This design comes from an exercise in tuning for small area and a short achievable clock period on the open sky130 flow, not from production work.
No run shown here included a check of the RTL's function; only the layout flow was run.
Power and IR drop assume default switching activity.

File: flow/design.v
module SCPU(clk, rst_n, in_valid, instruction, MEM_out, busy, out_valid, out0, out1, out2, out3, out4, out5, out6, out7, out8, out9, out10, out11, out12, out13, out14, out15, WEN, ADDR, MEM_in);
input clk, rst_n, in_valid;
input [18:0] instruction;
input [15:0] MEM_out;
output busy, out_valid, WEN;
output [12:0] ADDR;
output [15:0] MEM_in;
output reg [15:0] out0, out1, out2, out3, out4, out5, out6, out7, out8, out9, out10, out11, out12, out13, out14, out15;
assign busy = 1'b0;
wire [15:0] rdA, rdB;
wire [3:0] s0_n, s10_n, s11_n;
wire c4_n, c80_n, c81_n;
wire [4:0] ahp1_n;
wire [255:0] xi_s1_r = {out15, out14, out13, out12, out11, out10, out9, out8, out7, out6, out5, out4, out3, out2, out1, out0};
wire [18:0] xi_s1_ins = instruction;
wire [15:0] xo_s1_rda;
assign rdA = xo_s1_rda;
wire [15:0] xo_s1_rdb;
assign rdB = xo_s1_rdb;
wire [3:0] xo_s1_s0;
assign s0_n = xo_s1_s0;
wire  xo_s1_c4;
assign c4_n = xo_s1_c4;
wire [3:0] xo_s1_s10;
assign s10_n = xo_s1_s10;
wire  xo_s1_c80;
assign c80_n = xo_s1_c80;
wire [3:0] xo_s1_s11;
assign s11_n = xo_s1_s11;
wire  xo_s1_c81;
assign c81_n = xo_s1_c81;
wire [4:0] xo_s1_ahp1;
assign ahp1_n = xo_s1_ahp1;
if (1) begin : s1
  wire [255:0] r = xi_s1_r;
  wire [18:0] ins = xi_s1_ins;
  wire [15:0] rda;
  assign xo_s1_rda = rda;
  wire [15:0] rdb;
  assign xo_s1_rdb = rdb;
  wire [3:0] s0;
  assign xo_s1_s0 = s0;
  wire  c4;
  assign xo_s1_c4 = c4;
  wire [3:0] s10;
  assign xo_s1_s10 = s10;
  wire  c80;
  assign xo_s1_c80 = c80;
  wire [3:0] s11;
  assign xo_s1_s11 = s11;
  wire  c81;
  assign xo_s1_c81 = c81;
  wire [4:0] ahp1;
  assign xo_s1_ahp1 = ahp1;
wire [15:0] sa = 16'd1 << ins[15:12];
wire [15:0] sb = 16'd1 << ins[11:8];
reg [15:0] ta, tb;
integer i;
always @(*) begin
  ta = 16'd0; tb = 16'd0;
  for (i = 0; i < 16; i = i + 1) begin
    ta = ta | (r[16*i +: 16] & {16{sa[i]}});
    tb = tb | (r[16*i +: 16] & {16{sb[i]}});
  end
end
assign rda = ta;
assign rdb = tb;
wire [7:0] ag = ta[7:0] & ins[7:0];
wire [7:0] at = ta[7:0] | ins[7:0];
wire [7:0] ap = ta[7:0] ^ ins[7:0];
assign s0 = ap[3:0] ^ {(ag[0] & at[1] & at[2]) | (ag[1] & at[2]) | (ag[2]), (ag[0] & at[1]) | (ag[1]), (ag[0]), 1'b0};
assign c4 = (ag[0] & at[1] & at[2] & at[3]) | (ag[1] & at[2] & at[3]) | (ag[2] & at[3]) | (ag[3]);
assign s10 = ap[7:4] ^ {(ag[4] & at[5] & at[6]) | (ag[5] & at[6]) | (ag[6]), (ag[4] & at[5]) | (ag[5]), (ag[4]), 1'b0};
assign c80 = (ag[4] & at[5] & at[6] & at[7]) | (ag[5] & at[6] & at[7]) | (ag[6] & at[7]) | (ag[7]);
assign s11 = ap[7:4] ^ {(at[4] & at[5] & at[6]) | (ag[4] & at[5] & at[6]) | (ag[5] & at[6]) | (ag[6]), (at[4] & at[5]) | (ag[4] & at[5]) | (ag[5]), (at[4]) | (ag[4]), (1'b1)};
assign c81 = (at[4] & at[5] & at[6] & at[7]) | (ag[4] & at[5] & at[6] & at[7]) | (ag[5] & at[6] & at[7]) | (ag[6] & at[7]) | (ag[7]);
assign ahp1 = ta[12:8] + 5'd1;
end
reg v1, wen_r;
reg [2:0] op1;
reg [11:0] f1;
reg [15:0] A, B;
reg [3:0] s0_r, s10_r, s11_r;
reg c4_r, c80_r, c81_r;
reg [4:0] ahp1_r;
always @(posedge clk or negedge rst_n)
  if (!rst_n) begin v1 <= 1'b0; wen_r <= 1'b1; end
  else begin v1 <= in_valid; wen_r <= ~(in_valid & (instruction[18:16] == 3'd5)); end
always @(posedge clk) begin
  op1 <= instruction[18:16];
  f1 <= instruction[11:0];
  A <= rdA;
  B <= rdB;
  s0_r <= s0_n; s10_r <= s10_n; s11_r <= s11_n;
  c4_r <= c4_n; c80_r <= c80_n; c81_r <= c81_n;
  ahp1_r <= ahp1_n;
end
assign WEN = wen_r;
wire c8 = c80_r | (c4_r & c81_r);
assign ADDR = {c8 ? ahp1_r : A[12:8], c4_r ? s11_r : s10_r, s0_r};
assign MEM_in = B;
wire [86:0] mrow;
wire [15:0] r1_n;
wire r2b_n;
wire [15:0] xi_s2_a = A;
wire [15:0] xi_s2_b = B;
wire [2:0] xi_s2_op = op1;
wire [7:0] xi_s2_f = f1[7:0];
wire [86:0] xo_s2_m;
assign mrow = xo_s2_m;
wire [15:0] xo_s2_r1;
assign r1_n = xo_s2_r1;
wire  xo_s2_r2b;
assign r2b_n = xo_s2_r2b;
if (1) begin : s2
  wire [15:0] a = xi_s2_a;
  wire [15:0] b = xi_s2_b;
  wire [2:0] op = xi_s2_op;
  wire [7:0] f = xi_s2_f;
  wire [86:0] m;
  assign xo_s2_m = m;
  wire [15:0] r1;
  assign xo_s2_r1 = r1;
  wire  r2b;
  assign xo_s2_r2b = r2b;
wire [16:0] bx = {b, 1'b0};
wire [16:0] ax = {a[15], a};
wire [7:0] one, two, ng, nsx;
assign one[0] = bx[1] ^ bx[0];
assign two[0] = (bx[2] & ~bx[1] & ~bx[0]) | (~bx[2] & bx[1] & bx[0]);
assign ng[0] = bx[2];
assign one[1] = bx[3] ^ bx[2];
assign two[1] = (bx[4] & ~bx[3] & ~bx[2]) | (~bx[4] & bx[3] & bx[2]);
assign ng[1] = bx[4];
assign one[2] = bx[5] ^ bx[4];
assign two[2] = (bx[6] & ~bx[5] & ~bx[4]) | (~bx[6] & bx[5] & bx[4]);
assign ng[2] = bx[6];
assign one[3] = bx[7] ^ bx[6];
assign two[3] = (bx[8] & ~bx[7] & ~bx[6]) | (~bx[8] & bx[7] & bx[6]);
assign ng[3] = bx[8];
assign one[4] = bx[9] ^ bx[8];
assign two[4] = (bx[10] & ~bx[9] & ~bx[8]) | (~bx[10] & bx[9] & bx[8]);
assign ng[4] = bx[10];
assign one[5] = bx[11] ^ bx[10];
assign two[5] = (bx[12] & ~bx[11] & ~bx[10]) | (~bx[12] & bx[11] & bx[10]);
assign ng[5] = bx[12];
assign one[6] = bx[13] ^ bx[12];
assign two[6] = (bx[14] & ~bx[13] & ~bx[12]) | (~bx[14] & bx[13] & bx[12]);
assign ng[6] = bx[14];
assign one[7] = bx[15] ^ bx[14];
assign two[7] = (bx[16] & ~bx[15] & ~bx[14]) | (~bx[16] & bx[15] & bx[14]);
assign ng[7] = bx[16];
wire [16:0] pp0 = (({17{one[0]}} & ax) | ({17{two[0]}} & {ax[15:0], 1'b0})) ^ {17{ng[0]}};
assign nsx[0] = ~pp0[16];
wire [16:0] pp1 = (({17{one[1]}} & ax) | ({17{two[1]}} & {ax[15:0], 1'b0})) ^ {17{ng[1]}};
assign nsx[1] = ~pp1[16];
wire [16:0] pp2 = (({17{one[2]}} & ax) | ({17{two[2]}} & {ax[15:0], 1'b0})) ^ {17{ng[2]}};
assign nsx[2] = ~pp2[16];
wire [16:0] pp3 = (({17{one[3]}} & ax) | ({17{two[3]}} & {ax[15:0], 1'b0})) ^ {17{ng[3]}};
assign nsx[3] = ~pp3[16];
wire [16:0] pp4 = (({17{one[4]}} & ax) | ({17{two[4]}} & {ax[15:0], 1'b0})) ^ {17{ng[4]}};
assign nsx[4] = ~pp4[16];
wire [16:0] pp5 = (({17{one[5]}} & ax) | ({17{two[5]}} & {ax[15:0], 1'b0})) ^ {17{ng[5]}};
assign nsx[5] = ~pp5[16];
wire [16:0] pp6 = (({17{one[6]}} & ax) | ({17{two[6]}} & {ax[15:0], 1'b0})) ^ {17{ng[6]}};
assign nsx[6] = ~pp6[16];
wire [16:0] pp7 = (({17{one[7]}} & ax) | ({17{two[7]}} & {ax[15:0], 1'b0})) ^ {17{ng[7]}};
assign nsx[7] = ~pp7[16];
wire mhs0, mhc0, mhs1, mhc1, mfs0, mfc0, mhs2, mhc2, mfs1, mfc1, mhs3, mhc3, mfs2, mfc2, mfs3, mfc3, mhs4, mhc4, mfs4, mfc4, mfs5, mfc5, mhs5, mhc5, mfs6, mfc6, mfs7, mfc7, mhs6, mhc6, mfs8, mfc8, mfs9, mfc9, mhs7, mhc7, mfs10, mfc10, mfs11, mfc11, mhs8, mhc8, mfs12, mfc12, mfs13, mfc13, mfs14, mfc14, mhs9, mhc9, mhs10, mhc10, mhs11, mhc11, mfs15, mfc15, mhs12, mhc12, mfs16, mfc16, mhs13, mhc13, mfs17, mfc17, mfs18, mfc18, mfs19, mfc19, mfs20, mfc20, mfs21, mfc21, mfs22, mfc22, mfs23, mfc23, mfs24, mfc24, mfs25, mfc25, mfs26, mfc26, mfs27, mfc27, mfs28, mfc28, mfs29, mfc29, mfs30, mfc30, mfs31, mfc31, mfs32, mfc32, mfs33, mfc33, mfs34, mfc34, mfs35, mfc35, mfs36, mfc36, mfs37, mfc37, mfs38, mfc38, mfs39, mfc39, mfs40, mfc40, mfs41, mfc41, mfs42, mfc42, mfs43, mfc43, mhs14, mhc14, mfs44, mfc44, mhs15, mhc15, mhs16, mhc16, mhs17, mhc17, mfs45, mfc45, mfs46, mfc46, mfs47, mfc47, mfs48, mfc48, mfs49, mfc49, mfs50, mfc50, mfs51, mfc51, mfs52, mfc52, mfs53, mfc53, mfs54, mfc54, mfs55, mfc55, mfs56, mfc56, mfs57, mfc57, mfs58, mfc58, mfs59, mfc59, mfs60, mfc60, mfs61, mfc61, mfs62, mfc62, mfs63, mfc63, mfs64, mfc64, mfs65, mfc65, mhs18, mhc18;
assign mhs0 = pp0[10] ^ pp1[8];
assign mhc0 = pp0[10] & pp1[8];
assign mhs1 = pp0[11] ^ pp1[9];
assign mhc1 = pp0[11] & pp1[9];
assign mfs0 = pp0[12] ^ pp1[10] ^ pp2[8];
assign mfc0 = (pp0[12] & pp1[10]) | (pp0[12] & pp2[8]) | (pp1[10] & pp2[8]);
assign mhs2 = pp3[6] ^ pp4[4];
assign mhc2 = pp3[6] & pp4[4];
assign mfs1 = pp0[13] ^ pp1[11] ^ pp2[9];
assign mfc1 = (pp0[13] & pp1[11]) | (pp0[13] & pp2[9]) | (pp1[11] & pp2[9]);
assign mhs3 = pp3[7] ^ pp4[5];
assign mhc3 = pp3[7] & pp4[5];
assign mfs2 = pp0[14] ^ pp1[12] ^ pp2[10];
assign mfc2 = (pp0[14] & pp1[12]) | (pp0[14] & pp2[10]) | (pp1[12] & pp2[10]);
assign mfs3 = pp3[8] ^ pp4[6] ^ pp5[4];
assign mfc3 = (pp3[8] & pp4[6]) | (pp3[8] & pp5[4]) | (pp4[6] & pp5[4]);
assign mhs4 = pp6[2] ^ pp7[0];
assign mhc4 = pp6[2] & pp7[0];
assign mfs4 = pp0[15] ^ pp1[13] ^ pp2[11];
assign mfc4 = (pp0[15] & pp1[13]) | (pp0[15] & pp2[11]) | (pp1[13] & pp2[11]);
assign mfs5 = pp3[9] ^ pp4[7] ^ pp5[5];
assign mfc5 = (pp3[9] & pp4[7]) | (pp3[9] & pp5[5]) | (pp4[7] & pp5[5]);
assign mhs5 = pp6[3] ^ pp7[1];
assign mhc5 = pp6[3] & pp7[1];
assign mfs6 = pp0[16] ^ pp1[14] ^ pp2[12];
assign mfc6 = (pp0[16] & pp1[14]) | (pp0[16] & pp2[12]) | (pp1[14] & pp2[12]);
assign mfs7 = pp3[10] ^ pp4[8] ^ pp5[6];
assign mfc7 = (pp3[10] & pp4[8]) | (pp3[10] & pp5[6]) | (pp4[8] & pp5[6]);
assign mhs6 = pp6[4] ^ pp7[2];
assign mhc6 = pp6[4] & pp7[2];
assign mfs8 = pp0[16] ^ pp1[15] ^ pp2[13];
assign mfc8 = (pp0[16] & pp1[15]) | (pp0[16] & pp2[13]) | (pp1[15] & pp2[13]);
assign mfs9 = pp3[11] ^ pp4[9] ^ pp5[7];
assign mfc9 = (pp3[11] & pp4[9]) | (pp3[11] & pp5[7]) | (pp4[9] & pp5[7]);
assign mhs7 = pp6[5] ^ pp7[3];
assign mhc7 = pp6[5] & pp7[3];
assign mfs10 = nsx[0] ^ nsx[1] ^ pp2[14];
assign mfc10 = (nsx[0] & nsx[1]) | (nsx[0] & pp2[14]) | (nsx[1] & pp2[14]);
assign mfs11 = pp3[12] ^ pp4[10] ^ pp5[8];
assign mfc11 = (pp3[12] & pp4[10]) | (pp3[12] & pp5[8]) | (pp4[10] & pp5[8]);
assign mhs8 = pp6[6] ^ pp7[4];
assign mhc8 = pp6[6] & pp7[4];
assign mfs12 = 1'b1 ^ pp2[15] ^ pp3[13];
assign mfc12 = (1'b1 & pp2[15]) | (1'b1 & pp3[13]) | (pp2[15] & pp3[13]);
assign mfs13 = pp4[11] ^ pp5[9] ^ pp6[7];
assign mfc13 = (pp4[11] & pp5[9]) | (pp4[11] & pp6[7]) | (pp5[9] & pp6[7]);
assign mfs14 = nsx[2] ^ pp3[14] ^ pp4[12];
assign mfc14 = (nsx[2] & pp3[14]) | (nsx[2] & pp4[12]) | (pp3[14] & pp4[12]);
assign mhs9 = 1'b1 ^ pp3[15];
assign mhc9 = 1'b1 & pp3[15];
assign mhs10 = pp0[6] ^ pp1[4];
assign mhc10 = pp0[6] & pp1[4];
assign mhs11 = pp0[7] ^ pp1[5];
assign mhc11 = pp0[7] & pp1[5];
assign mfs15 = pp0[8] ^ pp1[6] ^ pp2[4];
assign mfc15 = (pp0[8] & pp1[6]) | (pp0[8] & pp2[4]) | (pp1[6] & pp2[4]);
assign mhs12 = pp3[2] ^ pp4[0];
assign mhc12 = pp3[2] & pp4[0];
assign mfs16 = pp0[9] ^ pp1[7] ^ pp2[5];
assign mfc16 = (pp0[9] & pp1[7]) | (pp0[9] & pp2[5]) | (pp1[7] & pp2[5]);
assign mhs13 = pp3[3] ^ pp4[1];
assign mhc13 = pp3[3] & pp4[1];
assign mfs17 = pp2[6] ^ pp3[4] ^ pp4[2];
assign mfc17 = (pp2[6] & pp3[4]) | (pp2[6] & pp4[2]) | (pp3[4] & pp4[2]);
assign mfs18 = pp5[0] ^ ng[5] ^ mhs0;
assign mfc18 = (pp5[0] & ng[5]) | (pp5[0] & mhs0) | (ng[5] & mhs0);
assign mfs19 = pp2[7] ^ pp3[5] ^ pp4[3];
assign mfc19 = (pp2[7] & pp3[5]) | (pp2[7] & pp4[3]) | (pp3[5] & pp4[3]);
assign mfs20 = pp5[1] ^ mhc0 ^ mhs1;
assign mfc20 = (pp5[1] & mhc0) | (pp5[1] & mhs1) | (mhc0 & mhs1);
assign mfs21 = pp5[2] ^ pp6[0] ^ ng[6];
assign mfc21 = (pp5[2] & pp6[0]) | (pp5[2] & ng[6]) | (pp6[0] & ng[6]);
assign mfs22 = mhc1 ^ mfs0 ^ mhs2;
assign mfc22 = (mhc1 & mfs0) | (mhc1 & mhs2) | (mfs0 & mhs2);
assign mfs23 = pp5[3] ^ pp6[1] ^ mfc0;
assign mfc23 = (pp5[3] & pp6[1]) | (pp5[3] & mfc0) | (pp6[1] & mfc0);
assign mfs24 = mhc2 ^ mfs1 ^ mhs3;
assign mfc24 = (mhc2 & mfs1) | (mhc2 & mhs3) | (mfs1 & mhs3);
assign mfs25 = ng[7] ^ mfc1 ^ mhc3;
assign mfc25 = (ng[7] & mfc1) | (ng[7] & mhc3) | (mfc1 & mhc3);
assign mfs26 = mfs2 ^ mfs3 ^ mhs4;
assign mfc26 = (mfs2 & mfs3) | (mfs2 & mhs4) | (mfs3 & mhs4);
assign mfs27 = mfc2 ^ mfc3 ^ mhc4;
assign mfc27 = (mfc2 & mfc3) | (mfc2 & mhc4) | (mfc3 & mhc4);
assign mfs28 = mfs4 ^ mfs5 ^ mhs5;
assign mfc28 = (mfs4 & mfs5) | (mfs4 & mhs5) | (mfs5 & mhs5);
assign mfs29 = mfc4 ^ mfc5 ^ mhc5;
assign mfc29 = (mfc4 & mfc5) | (mfc4 & mhc5) | (mfc5 & mhc5);
assign mfs30 = mfs6 ^ mfs7 ^ mhs6;
assign mfc30 = (mfs6 & mfs7) | (mfs6 & mhs6) | (mfs7 & mhs6);
assign mfs31 = mfc6 ^ mfc7 ^ mhc6;
assign mfc31 = (mfc6 & mfc7) | (mfc6 & mhc6) | (mfc7 & mhc6);
assign mfs32 = mfs8 ^ mfs9 ^ mhs7;
assign mfc32 = (mfs8 & mfs9) | (mfs8 & mhs7) | (mfs9 & mhs7);
assign mfs33 = mfc8 ^ mfc9 ^ mhc7;
assign mfc33 = (mfc8 & mfc9) | (mfc8 & mhc7) | (mfc9 & mhc7);
assign mfs34 = mfs10 ^ mfs11 ^ mhs8;
assign mfc34 = (mfs10 & mfs11) | (mfs10 & mhs8) | (mfs11 & mhs8);
assign mfs35 = pp7[5] ^ mfc10 ^ mfc11;
assign mfc35 = (pp7[5] & mfc10) | (pp7[5] & mfc11) | (mfc10 & mfc11);
assign mfs36 = mhc8 ^ mfs12 ^ mfs13;
assign mfc36 = (mhc8 & mfs12) | (mhc8 & mfs13) | (mfs12 & mfs13);
assign mfs37 = pp5[10] ^ pp6[8] ^ pp7[6];
assign mfc37 = (pp5[10] & pp6[8]) | (pp5[10] & pp7[6]) | (pp6[8] & pp7[6]);
assign mfs38 = mfc12 ^ mfc13 ^ mfs14;
assign mfc38 = (mfc12 & mfc13) | (mfc12 & mfs14) | (mfc13 & mfs14);
assign mfs39 = pp4[13] ^ pp5[11] ^ pp6[9];
assign mfc39 = (pp4[13] & pp5[11]) | (pp4[13] & pp6[9]) | (pp5[11] & pp6[9]);
assign mfs40 = pp7[7] ^ mfc14 ^ mhs9;
assign mfc40 = (pp7[7] & mfc14) | (pp7[7] & mhs9) | (mfc14 & mhs9);
assign mfs41 = nsx[3] ^ pp4[14] ^ pp5[12];
assign mfc41 = (nsx[3] & pp4[14]) | (nsx[3] & pp5[12]) | (pp4[14] & pp5[12]);
assign mfs42 = pp6[10] ^ pp7[8] ^ mhc9;
assign mfc42 = (pp6[10] & pp7[8]) | (pp6[10] & mhc9) | (pp7[8] & mhc9);
assign mfs43 = 1'b1 ^ pp4[15] ^ pp5[13];
assign mfc43 = (1'b1 & pp4[15]) | (1'b1 & pp5[13]) | (pp4[15] & pp5[13]);
assign mhs14 = pp6[11] ^ pp7[9];
assign mhc14 = pp6[11] & pp7[9];
assign mfs44 = nsx[4] ^ pp5[14] ^ pp6[12];
assign mfc44 = (nsx[4] & pp5[14]) | (nsx[4] & pp6[12]) | (pp5[14] & pp6[12]);
assign mhs15 = 1'b1 ^ pp5[15];
assign mhc15 = 1'b1 & pp5[15];
assign mhs16 = pp0[4] ^ pp1[2];
assign mhc16 = pp0[4] & pp1[2];
assign mhs17 = pp0[5] ^ pp1[3];
assign mhc17 = pp0[5] & pp1[3];
assign mfs45 = pp2[2] ^ pp3[0] ^ ng[3];
assign mfc45 = (pp2[2] & pp3[0]) | (pp2[2] & ng[3]) | (pp3[0] & ng[3]);
assign mfs46 = pp2[3] ^ pp3[1] ^ mhc10;
assign mfc46 = (pp2[3] & pp3[1]) | (pp2[3] & mhc10) | (pp3[1] & mhc10);
assign mfs47 = ng[4] ^ mhc11 ^ mfs15;
assign mfc47 = (ng[4] & mhc11) | (ng[4] & mfs15) | (mhc11 & mfs15);
assign mfs48 = mfc15 ^ mhc12 ^ mfs16;
assign mfc48 = (mfc15 & mhc12) | (mfc15 & mfs16) | (mhc12 & mfs16);
assign mfs49 = mfc16 ^ mhc13 ^ mfs17;
assign mfc49 = (mfc16 & mhc13) | (mfc16 & mfs17) | (mhc13 & mfs17);
assign mfs50 = mfc17 ^ mfc18 ^ mfs19;
assign mfc50 = (mfc17 & mfc18) | (mfc17 & mfs19) | (mfc18 & mfs19);
assign mfs51 = mfc19 ^ mfc20 ^ mfs21;
assign mfc51 = (mfc19 & mfc20) | (mfc19 & mfs21) | (mfc20 & mfs21);
assign mfs52 = mfc21 ^ mfc22 ^ mfs23;
assign mfc52 = (mfc21 & mfc22) | (mfc21 & mfs23) | (mfc22 & mfs23);
assign mfs53 = mfc23 ^ mfc24 ^ mfs25;
assign mfc53 = (mfc23 & mfc24) | (mfc23 & mfs25) | (mfc24 & mfs25);
assign mfs54 = mfc25 ^ mfc26 ^ mfs27;
assign mfc54 = (mfc25 & mfc26) | (mfc25 & mfs27) | (mfc26 & mfs27);
assign mfs55 = mfc27 ^ mfc28 ^ mfs29;
assign mfc55 = (mfc27 & mfc28) | (mfc27 & mfs29) | (mfc28 & mfs29);
assign mfs56 = mfc29 ^ mfc30 ^ mfs31;
assign mfc56 = (mfc29 & mfc30) | (mfc29 & mfs31) | (mfc30 & mfs31);
assign mfs57 = mfc31 ^ mfc32 ^ mfs33;
assign mfc57 = (mfc31 & mfc32) | (mfc31 & mfs33) | (mfc32 & mfs33);
assign mfs58 = mfc33 ^ mfc34 ^ mfs35;
assign mfc58 = (mfc33 & mfc34) | (mfc33 & mfs35) | (mfc34 & mfs35);
assign mfs59 = mfc35 ^ mfc36 ^ mfs37;
assign mfc59 = (mfc35 & mfc36) | (mfc35 & mfs37) | (mfc36 & mfs37);
assign mfs60 = mfc37 ^ mfc38 ^ mfs39;
assign mfc60 = (mfc37 & mfc38) | (mfc37 & mfs39) | (mfc38 & mfs39);
assign mfs61 = mfc39 ^ mfc40 ^ mfs41;
assign mfc61 = (mfc39 & mfc40) | (mfc39 & mfs41) | (mfc40 & mfs41);
assign mfs62 = mfc41 ^ mfc42 ^ mfs43;
assign mfc62 = (mfc41 & mfc42) | (mfc41 & mfs43) | (mfc42 & mfs43);
assign mfs63 = pp7[10] ^ mfc43 ^ mhc14;
assign mfc63 = (pp7[10] & mfc43) | (pp7[10] & mhc14) | (mfc43 & mhc14);
assign mfs64 = pp6[13] ^ pp7[11] ^ mfc44;
assign mfc64 = (pp6[13] & pp7[11]) | (pp6[13] & mfc44) | (pp7[11] & mfc44);
assign mfs65 = nsx[5] ^ pp6[14] ^ pp7[12];
assign mfc65 = (nsx[5] & pp6[14]) | (nsx[5] & pp7[12]) | (pp6[14] & pp7[12]);
assign mhs18 = 1'b1 ^ pp6[15];
assign mhc18 = 1'b1 & pp6[15];
assign m = {1'b1, nsx[7], pp7[15], 1'b1, mhc18, pp7[14], nsx[6], mhs18, mfc65, pp7[13], mfs65, mfc64, mhc15, mfs64, mfc63, mhs15, mfs63, mfc62, mfs44, mfs62, mfc61, mhs14, mfs61, mfc60, mfs42, mfs60, mfc59, mfs40, mfs59, mfc58, mfs38, mfs58, mfc57, mfs36, mfs57, mfc56, mfs34, mfs56, mfc55, mfs32, mfs55, mfc54, mfs30, mfs54, mfc53, mfs28, mfs53, mfc52, mfs26, mfs52, mfc51, mfs24, mfs51, mfc50, mfs22, mfs50, mfc49, mfs20, mfs49, mfc48, mfs18, mfs48, mfc47, mhs13, mfs47, mfc46, mhs12, mfs46, mfc45, mhs11, mfs45, mhc17, mhs10, mhs17, mhc16, pp2[1], mhs16, ng[2], pp2[0], pp1[1], pp0[3], ng[1], pp1[0], pp0[2], pp0[1], ng[0], pp0[0]};
wire [3:0] func = f[3:0];
wire sub = ((op == 3'd0) & (func == 4'd4)) | (op == 3'd4);
wire [15:0] y0 = (op == 3'd0) ? b : {{8{f[7]}}, f};
wire [15:0] sum = a + (y0 ^ {16{sub}}) + {15'd0, sub};
wire eq = (a == b);
wire signed [15:0] sa = a, sb = b;
wire lt = (sa < sb);
wire cmp = (op == 3'd2) ? eq : lt;
reg [15:0] t;
always @(*) begin
  t = 16'd0;
  case (op)
    3'd0: case (func)
            4'd0: t = a & b;
            4'd1: t = a | b;
            4'd2: t = a ^ b;
            4'd3, 4'd4: t = sum;
            default: t = 16'd0;
          endcase
    3'd3, 3'd4: t = sum;
    default: t = {15'd0, cmp};
  endcase
end
assign r1 = t;
assign r2b = ~cmp;
end
reg v2, we1, we2, ld2, mul2, ov, r2b_r;
reg [3:0] d1, d2;
reg [15:0] r1_r;
reg q0_0, q0_1, q1_0, q2_0, q2_1, q2_2, q3_0, q3_1, q4_0, q4_1, q4_2, q5_0, q5_1, q5_2, q6_0, q6_1, q6_2, q7_0, q7_1, q7_2, q8_0, q8_1, q8_2, q9_0, q9_1, q9_2, q10_0, q10_1, q10_2, q11_0, q11_1, q11_2, q12_0, q12_1, q12_2, q13_0, q13_1, q13_2, q14_0, q14_1, q14_2, q15_0, q15_1, q15_2, q16_0, q16_1, q16_2, q17_0, q17_1, q17_2, q18_0, q18_1, q18_2, q19_0, q19_1, q19_2, q20_0, q20_1, q20_2, q21_0, q21_1, q21_2, q22_0, q22_1, q22_2, q23_0, q23_1, q23_2, q24_0, q24_1, q24_2, q25_0, q25_1, q25_2, q26_0, q26_1, q26_2, q27_0, q27_1, q27_2, q28_0, q28_1, q28_2, q29_0, q29_1, q30_0, q31_0;
always @(posedge clk or negedge rst_n)
  if (!rst_n) begin v2 <= 1'b0; we1 <= 1'b0; we2 <= 1'b0; end
  else begin
    v2 <= v1;
    we1 <= v1 & (op1 != 3'd5);
    we2 <= v1 & ((op1 == 3'd1) | (op1 == 3'd2) | (op1 == 3'd7));
  end
always @(posedge clk) begin
  ld2 <= (op1 == 3'd6);
  mul2 <= (op1 == 3'd1);
  d1 <= ((op1 == 3'd3) | (op1 == 3'd4) | (op1 == 3'd6)) ? f1[11:8] : f1[7:4];
  d2 <= f1[3:0];
  r1_r <= r1_n;
  r2b_r <= r2b_n;
  q0_0 <= mrow[0];
  q0_1 <= mrow[1];
  q1_0 <= mrow[2];
  q2_0 <= mrow[3];
  q2_1 <= mrow[4];
  q2_2 <= mrow[5];
  q3_0 <= mrow[6];
  q3_1 <= mrow[7];
  q4_0 <= mrow[8];
  q4_1 <= mrow[9];
  q4_2 <= mrow[10];
  q5_0 <= mrow[11];
  q5_1 <= mrow[12];
  q5_2 <= mrow[13];
  q6_0 <= mrow[14];
  q6_1 <= mrow[15];
  q6_2 <= mrow[16];
  q7_0 <= mrow[17];
  q7_1 <= mrow[18];
  q7_2 <= mrow[19];
  q8_0 <= mrow[20];
  q8_1 <= mrow[21];
  q8_2 <= mrow[22];
  q9_0 <= mrow[23];
  q9_1 <= mrow[24];
  q9_2 <= mrow[25];
  q10_0 <= mrow[26];
  q10_1 <= mrow[27];
  q10_2 <= mrow[28];
  q11_0 <= mrow[29];
  q11_1 <= mrow[30];
  q11_2 <= mrow[31];
  q12_0 <= mrow[32];
  q12_1 <= mrow[33];
  q12_2 <= mrow[34];
  q13_0 <= mrow[35];
  q13_1 <= mrow[36];
  q13_2 <= mrow[37];
  q14_0 <= mrow[38];
  q14_1 <= mrow[39];
  q14_2 <= mrow[40];
  q15_0 <= mrow[41];
  q15_1 <= mrow[42];
  q15_2 <= mrow[43];
  q16_0 <= mrow[44];
  q16_1 <= mrow[45];
  q16_2 <= mrow[46];
  q17_0 <= mrow[47];
  q17_1 <= mrow[48];
  q17_2 <= mrow[49];
  q18_0 <= mrow[50];
  q18_1 <= mrow[51];
  q18_2 <= mrow[52];
  q19_0 <= mrow[53];
  q19_1 <= mrow[54];
  q19_2 <= mrow[55];
  q20_0 <= mrow[56];
  q20_1 <= mrow[57];
  q20_2 <= mrow[58];
  q21_0 <= mrow[59];
  q21_1 <= mrow[60];
  q21_2 <= mrow[61];
  q22_0 <= mrow[62];
  q22_1 <= mrow[63];
  q22_2 <= mrow[64];
  q23_0 <= mrow[65];
  q23_1 <= mrow[66];
  q23_2 <= mrow[67];
  q24_0 <= mrow[68];
  q24_1 <= mrow[69];
  q24_2 <= mrow[70];
  q25_0 <= mrow[71];
  q25_1 <= mrow[72];
  q25_2 <= mrow[73];
  q26_0 <= mrow[74];
  q26_1 <= mrow[75];
  q26_2 <= mrow[76];
  q27_0 <= mrow[77];
  q27_1 <= mrow[78];
  q27_2 <= mrow[79];
  q28_0 <= mrow[80];
  q28_1 <= mrow[81];
  q28_2 <= mrow[82];
  q29_0 <= mrow[83];
  q29_1 <= mrow[84];
  q30_0 <= mrow[85];
  q31_0 <= mrow[86];
end
wire [255:0] nrf;
wire [86:0] xi_s3_q = {q31_0, q30_0, q29_1, q29_0, q28_2, q28_1, q28_0, q27_2, q27_1, q27_0, q26_2, q26_1, q26_0, q25_2, q25_1, q25_0, q24_2, q24_1, q24_0, q23_2, q23_1, q23_0, q22_2, q22_1, q22_0, q21_2, q21_1, q21_0, q20_2, q20_1, q20_0, q19_2, q19_1, q19_0, q18_2, q18_1, q18_0, q17_2, q17_1, q17_0, q16_2, q16_1, q16_0, q15_2, q15_1, q15_0, q14_2, q14_1, q14_0, q13_2, q13_1, q13_0, q12_2, q12_1, q12_0, q11_2, q11_1, q11_0, q10_2, q10_1, q10_0, q9_2, q9_1, q9_0, q8_2, q8_1, q8_0, q7_2, q7_1, q7_0, q6_2, q6_1, q6_0, q5_2, q5_1, q5_0, q4_2, q4_1, q4_0, q3_1, q3_0, q2_2, q2_1, q2_0, q1_0, q0_1, q0_0};
wire [15:0] xi_s3_r1 = r1_r;
wire  xi_s3_r2b = r2b_r;
wire  xi_s3_mul = mul2;
wire  xi_s3_ld = ld2;
wire  xi_s3_we1 = we1;
wire  xi_s3_we2 = we2;
wire [3:0] xi_s3_d1 = d1;
wire [3:0] xi_s3_d2 = d2;
wire [15:0] xi_s3_mo = MEM_out;
wire [255:0] xi_s3_r = {out15, out14, out13, out12, out11, out10, out9, out8, out7, out6, out5, out4, out3, out2, out1, out0};
wire [255:0] xo_s3_nr;
assign nrf = xo_s3_nr;
if (1) begin : s3
  wire [86:0] q = xi_s3_q;
  wire [15:0] r1 = xi_s3_r1;
  wire  r2b = xi_s3_r2b;
  wire  mul = xi_s3_mul;
  wire  ld = xi_s3_ld;
  wire  we1 = xi_s3_we1;
  wire  we2 = xi_s3_we2;
  wire [3:0] d1 = xi_s3_d1;
  wire [3:0] d2 = xi_s3_d2;
  wire [15:0] mo = xi_s3_mo;
  wire [255:0] r = xi_s3_r;
  wire [255:0] nr;
  assign xo_s3_nr = nr;
wire q0_0 = q[0];
wire q0_1 = q[1];
wire q1_0 = q[2];
wire q2_0 = q[3];
wire q2_1 = q[4];
wire q2_2 = q[5];
wire q3_0 = q[6];
wire q3_1 = q[7];
wire q4_0 = q[8];
wire q4_1 = q[9];
wire q4_2 = q[10];
wire q5_0 = q[11];
wire q5_1 = q[12];
wire q5_2 = q[13];
wire q6_0 = q[14];
wire q6_1 = q[15];
wire q6_2 = q[16];
wire q7_0 = q[17];
wire q7_1 = q[18];
wire q7_2 = q[19];
wire q8_0 = q[20];
wire q8_1 = q[21];
wire q8_2 = q[22];
wire q9_0 = q[23];
wire q9_1 = q[24];
wire q9_2 = q[25];
wire q10_0 = q[26];
wire q10_1 = q[27];
wire q10_2 = q[28];
wire q11_0 = q[29];
wire q11_1 = q[30];
wire q11_2 = q[31];
wire q12_0 = q[32];
wire q12_1 = q[33];
wire q12_2 = q[34];
wire q13_0 = q[35];
wire q13_1 = q[36];
wire q13_2 = q[37];
wire q14_0 = q[38];
wire q14_1 = q[39];
wire q14_2 = q[40];
wire q15_0 = q[41];
wire q15_1 = q[42];
wire q15_2 = q[43];
wire q16_0 = q[44];
wire q16_1 = q[45];
wire q16_2 = q[46];
wire q17_0 = q[47];
wire q17_1 = q[48];
wire q17_2 = q[49];
wire q18_0 = q[50];
wire q18_1 = q[51];
wire q18_2 = q[52];
wire q19_0 = q[53];
wire q19_1 = q[54];
wire q19_2 = q[55];
wire q20_0 = q[56];
wire q20_1 = q[57];
wire q20_2 = q[58];
wire q21_0 = q[59];
wire q21_1 = q[60];
wire q21_2 = q[61];
wire q22_0 = q[62];
wire q22_1 = q[63];
wire q22_2 = q[64];
wire q23_0 = q[65];
wire q23_1 = q[66];
wire q23_2 = q[67];
wire q24_0 = q[68];
wire q24_1 = q[69];
wire q24_2 = q[70];
wire q25_0 = q[71];
wire q25_1 = q[72];
wire q25_2 = q[73];
wire q26_0 = q[74];
wire q26_1 = q[75];
wire q26_2 = q[76];
wire q27_0 = q[77];
wire q27_1 = q[78];
wire q27_2 = q[79];
wire q28_0 = q[80];
wire q28_1 = q[81];
wire q28_2 = q[82];
wire q29_0 = q[83];
wire q29_1 = q[84];
wire q30_0 = q[85];
wire q31_0 = q[86];
wire fhs0, fhc0, fhs1, fhc1, ffs0, ffc0, ffs1, ffc1, ffs2, ffc2, ffs3, ffc3, ffs4, ffc4, ffs5, ffc5, ffs6, ffc6, ffs7, ffc7, ffs8, ffc8, ffs9, ffc9, ffs10, ffc10, ffs11, ffc11, ffs12, ffc12, ffs13, ffc13, ffs14, ffc14, ffs15, ffc15, ffs16, ffc16, ffs17, ffc17, ffs18, ffc18, ffs19, ffc19, ffs20, ffc20, ffs21, ffc21, ffs22, ffc22, ffs23, ffc23, ffs24, ffc24, fhs2, fhc2;
assign fhs0 = q2_0 ^ q2_1;
assign fhc0 = q2_0 & q2_1;
assign fhs1 = q3_0 ^ q3_1;
assign fhc1 = q3_0 & q3_1;
assign ffs0 = q4_0 ^ q4_1 ^ q4_2;
assign ffc0 = (q4_0 & q4_1) | (q4_0 & q4_2) | (q4_1 & q4_2);
assign ffs1 = q5_0 ^ q5_1 ^ q5_2;
assign ffc1 = (q5_0 & q5_1) | (q5_0 & q5_2) | (q5_1 & q5_2);
assign ffs2 = q6_0 ^ q6_1 ^ q6_2;
assign ffc2 = (q6_0 & q6_1) | (q6_0 & q6_2) | (q6_1 & q6_2);
assign ffs3 = q7_0 ^ q7_1 ^ q7_2;
assign ffc3 = (q7_0 & q7_1) | (q7_0 & q7_2) | (q7_1 & q7_2);
assign ffs4 = q8_0 ^ q8_1 ^ q8_2;
assign ffc4 = (q8_0 & q8_1) | (q8_0 & q8_2) | (q8_1 & q8_2);
assign ffs5 = q9_0 ^ q9_1 ^ q9_2;
assign ffc5 = (q9_0 & q9_1) | (q9_0 & q9_2) | (q9_1 & q9_2);
assign ffs6 = q10_0 ^ q10_1 ^ q10_2;
assign ffc6 = (q10_0 & q10_1) | (q10_0 & q10_2) | (q10_1 & q10_2);
assign ffs7 = q11_0 ^ q11_1 ^ q11_2;
assign ffc7 = (q11_0 & q11_1) | (q11_0 & q11_2) | (q11_1 & q11_2);
assign ffs8 = q12_0 ^ q12_1 ^ q12_2;
assign ffc8 = (q12_0 & q12_1) | (q12_0 & q12_2) | (q12_1 & q12_2);
assign ffs9 = q13_0 ^ q13_1 ^ q13_2;
assign ffc9 = (q13_0 & q13_1) | (q13_0 & q13_2) | (q13_1 & q13_2);
assign ffs10 = q14_0 ^ q14_1 ^ q14_2;
assign ffc10 = (q14_0 & q14_1) | (q14_0 & q14_2) | (q14_1 & q14_2);
assign ffs11 = q15_0 ^ q15_1 ^ q15_2;
assign ffc11 = (q15_0 & q15_1) | (q15_0 & q15_2) | (q15_1 & q15_2);
assign ffs12 = q16_0 ^ q16_1 ^ q16_2;
assign ffc12 = (q16_0 & q16_1) | (q16_0 & q16_2) | (q16_1 & q16_2);
assign ffs13 = q17_0 ^ q17_1 ^ q17_2;
assign ffc13 = (q17_0 & q17_1) | (q17_0 & q17_2) | (q17_1 & q17_2);
assign ffs14 = q18_0 ^ q18_1 ^ q18_2;
assign ffc14 = (q18_0 & q18_1) | (q18_0 & q18_2) | (q18_1 & q18_2);
assign ffs15 = q19_0 ^ q19_1 ^ q19_2;
assign ffc15 = (q19_0 & q19_1) | (q19_0 & q19_2) | (q19_1 & q19_2);
assign ffs16 = q20_0 ^ q20_1 ^ q20_2;
assign ffc16 = (q20_0 & q20_1) | (q20_0 & q20_2) | (q20_1 & q20_2);
assign ffs17 = q21_0 ^ q21_1 ^ q21_2;
assign ffc17 = (q21_0 & q21_1) | (q21_0 & q21_2) | (q21_1 & q21_2);
assign ffs18 = q22_0 ^ q22_1 ^ q22_2;
assign ffc18 = (q22_0 & q22_1) | (q22_0 & q22_2) | (q22_1 & q22_2);
assign ffs19 = q23_0 ^ q23_1 ^ q23_2;
assign ffc19 = (q23_0 & q23_1) | (q23_0 & q23_2) | (q23_1 & q23_2);
assign ffs20 = q24_0 ^ q24_1 ^ q24_2;
assign ffc20 = (q24_0 & q24_1) | (q24_0 & q24_2) | (q24_1 & q24_2);
assign ffs21 = q25_0 ^ q25_1 ^ q25_2;
assign ffc21 = (q25_0 & q25_1) | (q25_0 & q25_2) | (q25_1 & q25_2);
assign ffs22 = q26_0 ^ q26_1 ^ q26_2;
assign ffc22 = (q26_0 & q26_1) | (q26_0 & q26_2) | (q26_1 & q26_2);
assign ffs23 = q27_0 ^ q27_1 ^ q27_2;
assign ffc23 = (q27_0 & q27_1) | (q27_0 & q27_2) | (q27_1 & q27_2);
assign ffs24 = q28_0 ^ q28_1 ^ q28_2;
assign ffc24 = (q28_0 & q28_1) | (q28_0 & q28_2) | (q28_1 & q28_2);
assign fhs2 = q29_0 ^ q29_1;
assign fhc2 = q29_0 & q29_1;
wire [31:0] fs = {q31_0, q30_0, ffc24, ffc23, ffc22, ffc21, ffc20, ffc19, ffc18, ffc17, ffc16, ffc15, ffc14, ffc13, ffc12, ffc11, ffc10, ffc9, ffc8, ffc7, ffc6, ffc5, ffc4, ffc3, ffc2, ffc1, ffc0, fhc1, fhc0, q2_2, q1_0, q0_0};
wire [31:0] fc = {1'b0, fhc2, fhs2, ffs24, ffs23, ffs22, ffs21, ffs20, ffs19, ffs18, ffs17, ffs16, ffs15, ffs14, ffs13, ffs12, ffs11, ffs10, ffs9, ffs8, ffs7, ffs6, ffs5, ffs4, ffs3, ffs2, ffs1, ffs0, fhs1, fhs0, 1'b0, q0_1};
wire [31:0] p = fs + fc;
wire [15:0] x1 = ld ? mo : r1;
wire [15:0] w1 = mul ? p[31:16] : x1;
wire [15:0] w2 = mul ? p[15:0] : {15'd0, r2b};
genvar g;
for (g = 0; g < 16; g = g + 1) begin : wb
  wire s2 = we2 && d2 == g;
  wire s1 = we1 && d1 == g && !s2;
  wire h = !(s1 | s2);
  genvar k;
  for (k = 0; k < 16; k = k + 1) begin : bt
    scpu_wbit u(.s2(s2), .w2(w2[k]), .s1(s1), .w1(w1[k]), .h(h), .q(r[16*g+k]), .d(nr[16*g+k]));
  end
end
end
assign out_valid = ov;
always @(posedge clk or negedge rst_n)
  if (!rst_n) begin
    ov <= 1'b0;
    out0 <= 16'd0;
    out1 <= 16'd0;
    out2 <= 16'd0;
    out3 <= 16'd0;
    out4 <= 16'd0;
    out5 <= 16'd0;
    out6 <= 16'd0;
    out7 <= 16'd0;
    out8 <= 16'd0;
    out9 <= 16'd0;
    out10 <= 16'd0;
    out11 <= 16'd0;
    out12 <= 16'd0;
    out13 <= 16'd0;
    out14 <= 16'd0;
    out15 <= 16'd0;
  end else begin
    ov <= v2;
    out0 <= nrf[15:0];
    out1 <= nrf[31:16];
    out2 <= nrf[47:32];
    out3 <= nrf[63:48];
    out4 <= nrf[79:64];
    out5 <= nrf[95:80];
    out6 <= nrf[111:96];
    out7 <= nrf[127:112];
    out8 <= nrf[143:128];
    out9 <= nrf[159:144];
    out10 <= nrf[175:160];
    out11 <= nrf[191:176];
    out12 <= nrf[207:192];
    out13 <= nrf[223:208];
    out14 <= nrf[239:224];
    out15 <= nrf[255:240];
  end
endmodule
module scpu_wbit(s2, w2, s1, w1, h, q, d);
input s2, w2, s1, w1, h, q;
output d;
assign d = (s2 & w2) | (s1 & w1) | (h & q);
endmodule
File: flow/standard.sh
#!/bin/bash
# synth_recipe.tcl (not shown) runs the flow's synth.tcl, then flattens the netlist and writes it again
# the make line also repeats each setting of config.mk as NAME=value (left out here)
make -C /OpenROAD-flow-scripts/flow DESIGN_CONFIG=/design/flow/config.mk WORK_HOME=/design/flow/orfs CLKGATE_MAP_FILE= SYNTH_SCRIPT=/design/flow/synth_recipe.tcl "${@:-finish}"
File: flow/flow/run.sh
#!/bin/bash
# The standard layout with two changes:
# 1. After the standard synthesis, the combinational logic between the
#    registers (and the full/half adder cells) is mapped again by abc with an
#    area-recovering &nf script (flow/remap.abc). Registers, adder cells,
#    their names and their connections are kept exactly as the standard
#    synthesis made them.
# 2. The port buffers are plain buf_1 cells (the resizer may still resize
#    them) instead of the default choice.
# Each tool's output goes to a log file of its own in this folder.
set -euo pipefail
HERE=$(pwd)
PORTS="BUFFER_PORTS_ARGS=-buffer_cell sky130_fd_sc_hd__buf_1"
RES=$HERE/orfs/results/$FLOW_PLATFORM/SCPU/base
LIB=$FLOW_HOME/platforms/$FLOW_PLATFORM/lib/sky130_fd_sc_hd__tt_025C_1v80.lib
YOSYS=$(command -v yosys || echo $FLOW_HOME/../tools/install/yosys/bin/yosys)

# 1. standard synthesis
bash standard.sh "$PORTS" $RES/1_2_yosys.v > standard_synth.log 2>&1
cp $RES/1_2_yosys.v $HERE/standard_1_2_yosys.v

# 2. remap the combinational logic
python3 flow/comb_lib.py $LIB $HERE/comb.lib fa_,ha_,fah,conb,lpflow,probe > comb_lib.log 2>&1
cat > $HERE/remap.ys <<EOY
read_liberty -lib $LIB
read_liberty -overwrite $HERE/comb.lib
read_verilog $HERE/standard_1_2_yosys.v
hierarchy -check -top $FLOW_TOP
flatten
opt_clean -purge
read_liberty -lib -overwrite $LIB
tee -o $HERE/remap_before.txt stat -liberty $LIB
abc -liberty $HERE/comb.lib -script $HERE/flow/remap.abc
opt_clean -purge
hilomap -singleton -hicell sky130_fd_sc_hd__conb_1 HI -locell sky130_fd_sc_hd__conb_1 LO
splitnets
opt_clean -purge
tee -o $HERE/remap_after.txt stat -liberty $LIB
check -assert
write_verilog -noattr -nohex -nodec $HERE/remapped_1_2_yosys.v
EOY
$YOSYS -l remap.log -q $HERE/remap.ys > /dev/null 2>&1
cp $HERE/remapped_1_2_yosys.v $RES/1_2_yosys.v
touch $RES/1_2_yosys.v

# 3. the rest of the standard layout
bash standard.sh "$PORTS" finish > standard.log 2>&1
File: flow/flow/comb_lib.py
#!/usr/bin/env python3
# write a liberty holding only the combinational cells (no ff/latch, no fa/ha) of the input liberty
import re, sys
src = open(sys.argv[1]).read()
skip = set(sys.argv[3].split(',')) if len(sys.argv) > 3 else set()
m = re.search(r'\n\s*cell\s*\(', src)
head = src[:m.start()]
parts = re.split(r'(\n\s*cell\s*\()', src[m.start():])
out = [head]
i = 1
body_end = None
cells = []
while i < len(parts):
    cells.append(parts[i] + parts[i+1]); i += 2
# the last cell chunk carries the library's closing brace
last = cells[-1]
close = last.rstrip()
assert close.endswith('}')
cells[-1] = close[:-1]
for c in cells:
    name = re.match(r'\s*cell\s*\(\s*"?(\w+)"?', c.strip()).group(1)
    if re.search(r'\b(ff|latch|statetable)\s*\(', c): continue
    short = name.replace('sky130_fd_sc_hd__', '')
    if any(short.startswith(s) for s in skip): continue
    out.append(c)
out.append('\n}\n')
open(sys.argv[2], 'w').write(''.join(out))
File: flow/flow/remap.abc
&get -n
&st
&dch
&nf
&put
topo
File: flow/constraint.sdc
create_clock -name core_clock -period 8.0 [get_ports {clk}]
set_input_delay 1.6000 -clock core_clock [delete_from_list [all_inputs] [get_ports {clk}]]
set_output_delay 1.6000 -clock core_clock [all_outputs]
set_load 0.01 [all_outputs]
File: flow/config.mk
export PLATFORM = sky130hd
export DESIGN_NAME = SCPU
export DESIGN_NICKNAME = SCPU
export VERILOG_FILES = /design/flow/design.v
export SDC_FILE = /design/flow/constraint.sdc
export NUM_CORES = 8
export LEC_CHECK = 0
export ABC_AREA = 1
export CAP_MARGIN = 10
export CORE_MARGIN = 2
export CORE_UTILIZATION = 40
export CTS_CLUSTER_DIAMETER = 100
export CTS_CLUSTER_SIZE = 25
export SETUP_SLACK_MARGIN = 5
export SLEW_MARGIN = 10
export SYNTH_HIERARCHICAL = 1
export SYNTH_MINIMUM_KEEP_SIZE = 0
export TNS_END_PERCENT = 20
==> flow_metrics.env, run 1 <==
export IMPL_status="complete, no violations"
export IMPL_area_of_combinational_cells_with_multiple_inputs_um2=17410
export IMPL_clock_group_share_of_total_power_pct=7.4
export IMPL_relative_contribution_of_combinational_cells_to_total_power_pct=67.6
export IMPL_power_share_sequential_pct=25.0
export IMPL_clock_tree_buffer_depth=3
export IMPL_hpwlAfterDp_mm=97.62
export IMPL_peakVddDrop_mv=0.3154
export IMPL_met3_wirelength_mm=19.89
export IMPL_worst_skew_pair_late_latency_ns=0.66
export IMPL_fin_crit_sh_pct=42.51
export IMPL_arrival_ns=3.95
export IMPL_drc=0
export IMPL_grt_pass1_wl_mm=204.6
export IMPL_worst_r2r_startpoint="q4_0$_DFF_P_"
export IMPL_grt_start_max_net_pins=138
export IMPL_cts_tree="done"
export IMPL_synth_avg_cell_area_um2=9.879
export IMPL_drt_first_iter_violations=4842
export IMPL_grt_util_all_layers_pct=42.19
export IMPL_worst_setup_path_start_kind="input pin"
export IMPL_post_dp_cell_area_um2=29470
export IMPL_worst_endpoint_required_ns=8.55
export IMPL_met1_length_mm=50.95
export IMPL_design_final_nets=3523
export IMPL_maxClockFrequency_ghz=0.2941
export IMPL_r2r_end="out8[14]$_DFF_PN0_"
export IMPL_synth_net_count=2883
export IMPL_ys_warn_count=7
export IMPL_portBuffers=324
export IMPL_lkg_pwr_nw=13.03
export IMPL_reg2reg_slack_ns=4.67
export IMPL_endpoint_kind="flop"
export IMPL_globalRoute_totalOverflow=0
export IMPL_floorplan_die_height_um=258.7
export IMPL_num_vias=29000
export IMPL_clkTransAtPathRegs_ns=0.09
export IMPL_slew_limit_headroom_pct=10.18
export IMPL_detailedRoute_firstPassIterationCount=14
export IMPL_finClkSkew_ns=0.05940
export IMPL_vias_in_the_first_global_route=28330
export IMPL_globalplace_congestion=1.009
export IMPL_area_delta_synth_final_pct=31.54
export IMPL_syn_instance_count=2627
export IMPL_synth_cell_area_um2=25950
export IMPL_power_density_nw_per_um2=604.0
export IMPL_criticalPathCategory="input pin to flop"
export IMPL_final_antenna_net_count=0
export IMPL_layout_area_seq_um2=10220
export IMPL_setup_repair_after_global_routing_missed_its_margin="yes"
export IMPL_ratio_of_cells_with_drive_above_1_in_the_final_layout_pct=19.21
export IMPL_timing_worst_slew_pin_value_ns=1.342
export IMPL_wl_met2_mm=62.05
export IMPL_internal_power_mw=9.583
export IMPL_floorplan_io_pins=326
export IMPL_clockRootBuffer="sky130_fd_sc_hd__clkbuf_16"
export IMPL_routed_via_density=7.003
export IMPL_swShare_pct=53.52
export IMPL_cts_num_sinks=441
export IMPL_rows=93
export IMPL_numCtsBuffers=25
export IMPL_fillers=5817
export IMPL_clock_tree_htree_level_count=1
export IMPL_hold_fix_buffer_count_after_cts=0
export IMPL_critical_path_peak_fanout=5
export IMPL_fin_tns_setup_ns=0
export IMPL_initial_utilization_pct=40.33
export IMPL_hold_depth=0
export IMPL_finalHoldViolCount=0
export IMPL_min_delay_start="v2$_DFF_PN0_"
export IMPL_power_switching_mw=11.04
export IMPL_timing_max_transition_violations_final=0
export IMPL_reg2regPathDepth=10
export IMPL_max_cap_violations=0
export IMPL_hold_path_class="flop to flop"
export IMPL_floorplan_die_width_um=258.7
export IMPL_detail_route_wl_per_cell_um=35.59
export IMPL_finalInstanceArea_um2=34140
export IMPL_totalWireLength_mm=147.4
export IMPL_post_route_min_period_ns=3.401
export IMPL_fp_dieArea_um2=66930
export IMPL_core_um2=64350
export IMPL_number_of_antenna_violations_at_the_first_check_in_global_routing=4
export IMPL_min_to="ov$_DFF_PN0_"
export IMPL_setup_viol=0
export IMPL_topRoutingLayerUsed="met5"
-- how the worst max path moves through the flow --
stage                        to  cells past startpoint       startpoint  slack, ns
2_1_floorplan  s11_r[3]$_DFF_P_                     11  instruction[14]       4.40
3_3_place_gp      c81_r$_DFF_P_                      9  instruction[12]       3.21
3_5_place_dp      c80_r$_DFF_P_                      9  instruction[12]       3.16
4_1_cts                ADDR[10]                      4     c4_r$_DFF_P_       4.61
5_1_grt        s11_r[3]$_DFF_P_                     15  instruction[15]       4.57
6_report       s11_r[3]$_DFF_P_                     13  instruction[15]       4.60
-- power groups by stage --
| stage | Combinational, mW | Clock, mW | Sequential, mW |
|---|---|---|---|
| 2_1_floorplan | 6.39 | 0 | 4.72 |
| 3_3_place_gp | 10.4 | 0 | 5.12 |
| 3_5_place_dp | 10.5 | 0 | 5.08 |
| 4_1_cts | 12.6 | 1.53 | 5.02 |
| 5_1_grt | 14.9 | 1.60 | 5.17 |
| 6_report | 13.9 | 1.53 | 5.15 |
-- placed cells by master, fill, tap and decap left out, drive strengths merged, types with 6 or more instances in the layout --
master / n
buf: 607
a22oi: 315
nand2: 299
dfrtp: 261
o21ai: 201
dfxtp: 179
xnor2: 144
nor2: 139
o221ai: 129
ha: 129
clkinv: 125
a21oi: 100
a222oi: 95
fa: 89
clkbuf: 38
nand4: 32
nor3: 30
nand3: 29
xor2: 28
a221oi: 26
nor2b: 23
a31oi: 20
and4: 15
a22o: 14
o21a: 14
nor4: 14
and3: 13
mux2: 11
o22ai: 11
inv: 10
and2: 9
a211oi: 9
a21o: 8
nor4b: 8
o21bai: 8
or3: 8
o211ai: 7
mux2i: 7
nor3b: 7
a2111oi: 6
-- critical path, stage by stage --
cell	delay [ns]
sky130_fd_sc_hd__buf_12	0.11
sky130_fd_sc_hd__buf_12	0.13
sky130_fd_sc_hd__buf_6	0.13
sky130_fd_sc_hd__and4b_4	0.21
sky130_fd_sc_hd__a221o_1	0.33
sky130_fd_sc_hd__or4_4	0.60
sky130_fd_sc_hd__clkinv_4	0.08
sky130_fd_sc_hd__ha_4	0.15
sky130_fd_sc_hd__clkinv_4	0.06
sky130_fd_sc_hd__a21oi_4	0.15
sky130_fd_sc_hd__o21ai_2	0.09
sky130_fd_sc_hd__a21oi_2	0.17
sky130_fd_sc_hd__xnor2_1	0.13
-- per-stage QoR --
| step | setup slack [ns] | total power, mW | util, % | instances | hold WS [ns] |
|---|---|---|---|---|---|
| after global placement | 3.211 | 15.48 | 45.79 | 3899 | 0.3424 |
| after global routing | 4.568 | 21.71 | 53.05 | 4140 | 0.3854 |
| after floorplan | 4.397 | 11.11 | - | 2627 | 0.3312 |
| after CTS | 4.609 | 19.10 | 51.60 | 4106 | 0.3674 |
| after detailed placement | 3.165 | 15.62 | 45.79 | 3899 | 0.3412 |
| final | 4.599 | 20.62 | 53.05 | 4141 | 0.3631 |
-- area by class of cell --
class / instances / area share, %
multi-input cells: 2062 / 51.01
flip-flops and latches: 441 / 29.94
repair buffers: 611 / 12.01
well taps: 855 / 3.134
clock buffers: 34 / 1.961
inverters: 126 / 1.521
clock inverters: 11 / 0.4178
diodes: 1 / 0.007331
-- metal layers --
metal  up-vias  global-route usage (%)
met3       779                   13.85
met5         -                  0.7123
met2      2601                   63.61
met4         8                   30.44
met1     14040                   50.54
li1      11570                       -
-- what timing repair did --
item	4_1_cts	5_1_grt
gates resized for setup	332	149
cloned	8	4
pin swaps	99	49
buffers inserted	154	30
setup endpoints to repair	392	337
==> run 2, diff against run 1 <==
==> flow/flow/run.sh (replaced) <==
#!/bin/bash
set -euo pipefail
bash standard.sh "BUFFER_PORTS_ARGS=-buffer_cell sky130_fd_sc_hd__buf_1" finish > standard.log 2>&1
removed: flow/flow/comb_lib.py
removed: flow/flow/remap.abc
==> run 2 against run 1 <==
  * Sequential share of layout area down 0.75 points
  * Still clean on timing, DRC and antenna
  * Core utilization decreased by 3.2 points
  * Synthesized cell count rose by 43%
  * Clock-buffer cell count rose by 5
  * Total power down 5.6%
==> flow_metrics.env, run 2 <==
export IMPL_numCtsBuffers=28
export IMPL_yosys_area_share_adder_pct=12.00
export IMPL_ratio_of_cells_with_drive_above_1_in_the_final_layout_pct=13.56
export IMPL_endpoint_kind="output port"
export IMPL_grt_start_max_net_pins=148
export IMPL_netlist_top_cells_area="sky130_fd_sc_hd__dfrtp_1 23%, sky130_fd_sc_hd__nand2_1 16%, sky130_fd_sc_hd__dfxtp_1 13%"
export IMPL_clock_tree_buffer_depth=3
export IMPL_number_of_antenna_violations_at_the_first_check_in_global_routing=5
export IMPL_layout_area_seq_um2=10190
export IMPL_synthDominantCellAreaShare_pct=23.09
export IMPL_worst_setup_path_start_kind="flop"
export IMPL_synth_compound_gate_area_share_pct=13.22
export IMPL_maxClockFrequency_ghz=0.3080
export IMPL_synth_async_reset_ratio_pct=59.41
export IMPL_yosysTopAreaCell="sky130_fd_sc_hd__dfrtp_1"
export IMPL_synth_commonest_cells="1172 x sky130_fd_sc_hd__nand2_1, 351 x sky130_fd_sc_hd__nand3_1, 350 x sky130_fd_sc_hd__inv_1"
export IMPL_routed_via_density=6.016
export IMPL_floorplan_io_pins=326
export IMPL_clkTransAtPathRegs_ns=0.10
export IMPL_max_cap_violations=0
export IMPL_finalHoldViolCount=0
export IMPL_worst_skew_pair_late_latency_ns=0.66
export IMPL_synth_xor_xnor_area_share_pct=4.799
export IMPL_layout_core_utilization_pct=49.87
export IMPL_fillers=7022
export IMPL_grt_pass1_wl_mm=220.7
export IMPL_detail_route_wl_per_cell_um=30.32
export IMPL_synth_edf_count=0
export IMPL_drt_first_iter_violations=3710
export IMPL_finalInstanceArea_um2=34920
export IMPL_fin_crit_sh_pct=40.59
export IMPL_final_antenna_net_count=0
export IMPL_synth_net_count=4017
export IMPL_hold_path_class="flop to flop"
export IMPL_globalplace_congestion=1.037
export IMPL_hold_fix_buffer_count_after_cts=0
export IMPL_cts_tree="done"
export IMPL_setup_repair_after_global_routing_missed_its_margin="yes"
export IMPL_synth_main_ff_cell="sky130_fd_sc_hd__dfrtp_1"
export IMPL_globalRoute_totalOverflow=0
export IMPL_synth_yosys_seq_area_share_pct=35.85
export IMPL_synth_cell_area_um2=28290
export IMPL_critical_path_peak_fanout=6
export IMPL_status="complete, no violations"
export IMPL_detailedRoute_firstPassIterationCount=8
export IMPL_design_final_nets=4476
export IMPL_synth_avg_cell_area_um2=7.521
export IMPL_fin_tns_setup_ns=0
export IMPL_clock_tree_htree_level_count=1
export IMPL_fp_dieArea_um2=72860
export IMPL_reg2reg_slack_ns=4.96
export IMPL_cts_num_sinks=441
export IMPL_area_of_combinational_cells_with_multiple_inputs_um2=17760
export IMPL_syn_instance_count=3761
export IMPL_layout_cells_most_common_list="1133 x sky130_fd_sc_hd__nand2_1, 335 x sky130_fd_sc_hd__inv_1, 332 x sky130_fd_sc_hd__nand3_1"
export IMPL_finClkSkew_ns=0.05196
export IMPL_layout_cells_most_common="sky130_fd_sc_hd__nand2_1"
export IMPL_hpwlAfterDp_mm=116.5
export IMPL_synth_distinct_cells=57
export IMPL_worst_endpoint_required_ns=6.40
export IMPL_post_route_min_period_ns=3.247
export IMPL_slew_limit_headroom_pct=12.49
export IMPL_grt_util_all_layers_pct=41.71
export IMPL_power_density_nw_per_um2=557.3
export IMPL_totalWireLength_mm=157.1
export IMPL_floorplan_die_width_um=269.9
export IMPL_muxShareOfSynthArea_pct=0.2344
export IMPL_library_cell_with_the_highest_instance_count_after_synthesis="sky130_fd_sc_hd__nand2_1"
export IMPL_yosys_register_bits=441
export IMPL_floorplan_die_height_um=269.9
export IMPL_initial_utilization_pct=40.39
export IMPL_timing_max_transition_violations_final=0
export IMPL_vias_in_the_first_global_route=29700
export IMPL_rows=97
export IMPL_post_dp_cell_area_um2=31160
export IMPL_portBuffers=324
export IMPL_simple_gate_fraction_of_synth_area_pct=27.25
export IMPL_lkg_pwr_nw=15.58
export IMPL_drc=0
export IMPL_timing_worst_slew_pin_value_ns=1.311
export IMPL_peakVddDrop_mv=0.3806
export IMPL_setup_viol=0
export IMPL_num_vias=31180
export IMPL_area_delta_synth_final_pct=23.46
export IMPL_core_um2=70030
export IMPL_ys_warn_count=7
export IMPL_criticalPathCategory="flop to output port"
export IMPL_arrival_ns=1.65
export IMPL_main_combinational_cell_family_by_area_after_synthesis="simple AND/OR/NAND/NOR gates"
export IMPL_clockRootBuffer="sky130_fd_sc_hd__clkbuf_16"
-- run 2: per-module statistics from Yosys, one instance, submodules excluded --
module	flops+latches	cell area (um^2)	times used
scpu_wbit	0	16.27	256
SCPU	441	24120	1
-- run 2: area by class of cell --
cell class                      instances  area share, %
Timing Repair Buffer                  515          8.660
Clock buffer                           39          2.275
Tap cell                              940          3.368
Inverter                              395          4.919
Clock inverter                         12         0.7201
Sequential cell                       441          29.19
Antenna cell                            2        0.01433
Multi-Input combinational cell       2839          50.85
-- run 2: where the power goes --
group | switching, mW | total (mW) | internal, mW
combinational | 8.22 | 12.7 | 4.53
sequential | 1.62 | 4.97 | 3.34
clock | 0.965 | 1.75 | 0.784
-- run 2: stage by stage --
stage	std cells	hold WS, ns	total power, mW	worst slack, ns
after floorplan	3761	0.3312	10.84	4.542
after global placement	5021	0.3470	15.45	3.139
after detailed placement	5021	0.3402	15.48	3.175
after CTS	5151	0.3640	18.20	4.728
after global routing	5182	0.3778	20.69	4.734
final	5183	0.3594	19.46	4.753
-- run 2: final timing paths --
check                                   from  cells after the start            endpoint
max in group asynchronous              rst_n                      2  out0[11]$_DFF_PN0_
worst max-delay path            c4_r$_DFF_P_                      3             ADDR[9]
min in group asynchronous              rst_n                      1   out9[1]$_DFF_PN0_
worst min-delay path            v2$_DFF_PN0_                      0        ov$_DFF_PN0_
worst max register to register  q9_0$_DFF_P_                     13   out9[0]$_DFF_PN0_
worst min register to register  v2$_DFF_PN0_                      0        ov$_DFF_PN0_
-- run 2: kinds of logic after synthesis --
logic type,count (synthesis)
compound gates,606
flops,441
fa+ha+maj,218
other cells,1
buf+inv,485
simple gates,1849
mux,6
xor+xnor,155
-- run 2: critical path: stages (launching register included) --
cell and delay, ns:
sky130_fd_sc_hd__dfxtp_4 0.41, sky130_fd_sc_hd__a21o_4 0.27, sky130_fd_sc_hd__o21ai_4 0.17, sky130_fd_sc_hd__buf_2 0.15
-- run 2: per-layer routing --
metal | wire (um) | vias to the layer above | GRT usage (%)
li1 | - | 13450 | -
met2 | 69470 | 2092 | 65.17
met5 | 31 | - | 0
met4 | 10660 | 4 | 22.57
met3 | 17250 | 514 | 10.54
met1 | 59710 | 15120 | 52.89
-- run 2: timing repair --
item                       4_1_cts  5_1_grt
gates cloned                     4        3
buffers inserted                75       27
setup endpoints to repair      427      387
hold endpoints to repair         0        0
pin swaps                       48       19
resized for setup              300      165

port drivers added, routing unchanged:
No port has a modelled driver above. Below, the same layouts with a new extraction and two added sets of constraints.
Step 1, drivers: a clkbuf_16 drives clk and a buf_2 each remaining input, both assumed.
Step 2, shift: input delay + t, output delay - t, t = (earliest + latest rising clock arrival at the registers) / 2. This alone moves slack from input paths to output paths.
Slacks: no drivers / after step 1 / after step 2; pairs: no drivers / after step 1.
run | t, ns | setup WS [ns] | clock arrival spread, ns | worst slew at a driven data input, ns | cell pins on the clock port's net
run 1 | 0.702 | 4.599 / 4.531 / 3.845 | 0.059 / 0.060 | 0.20 | 1
run 2 | 0.698 | 4.753 / 4.689 / 4.135 | 0.052 / 0.052 | 0.11 | 1
After both steps every run listed still meets setup and hold. For run 1, which loses most, drivers alone change the setup slack by -0.068 ns; drivers and shift together by -0.754 ns.
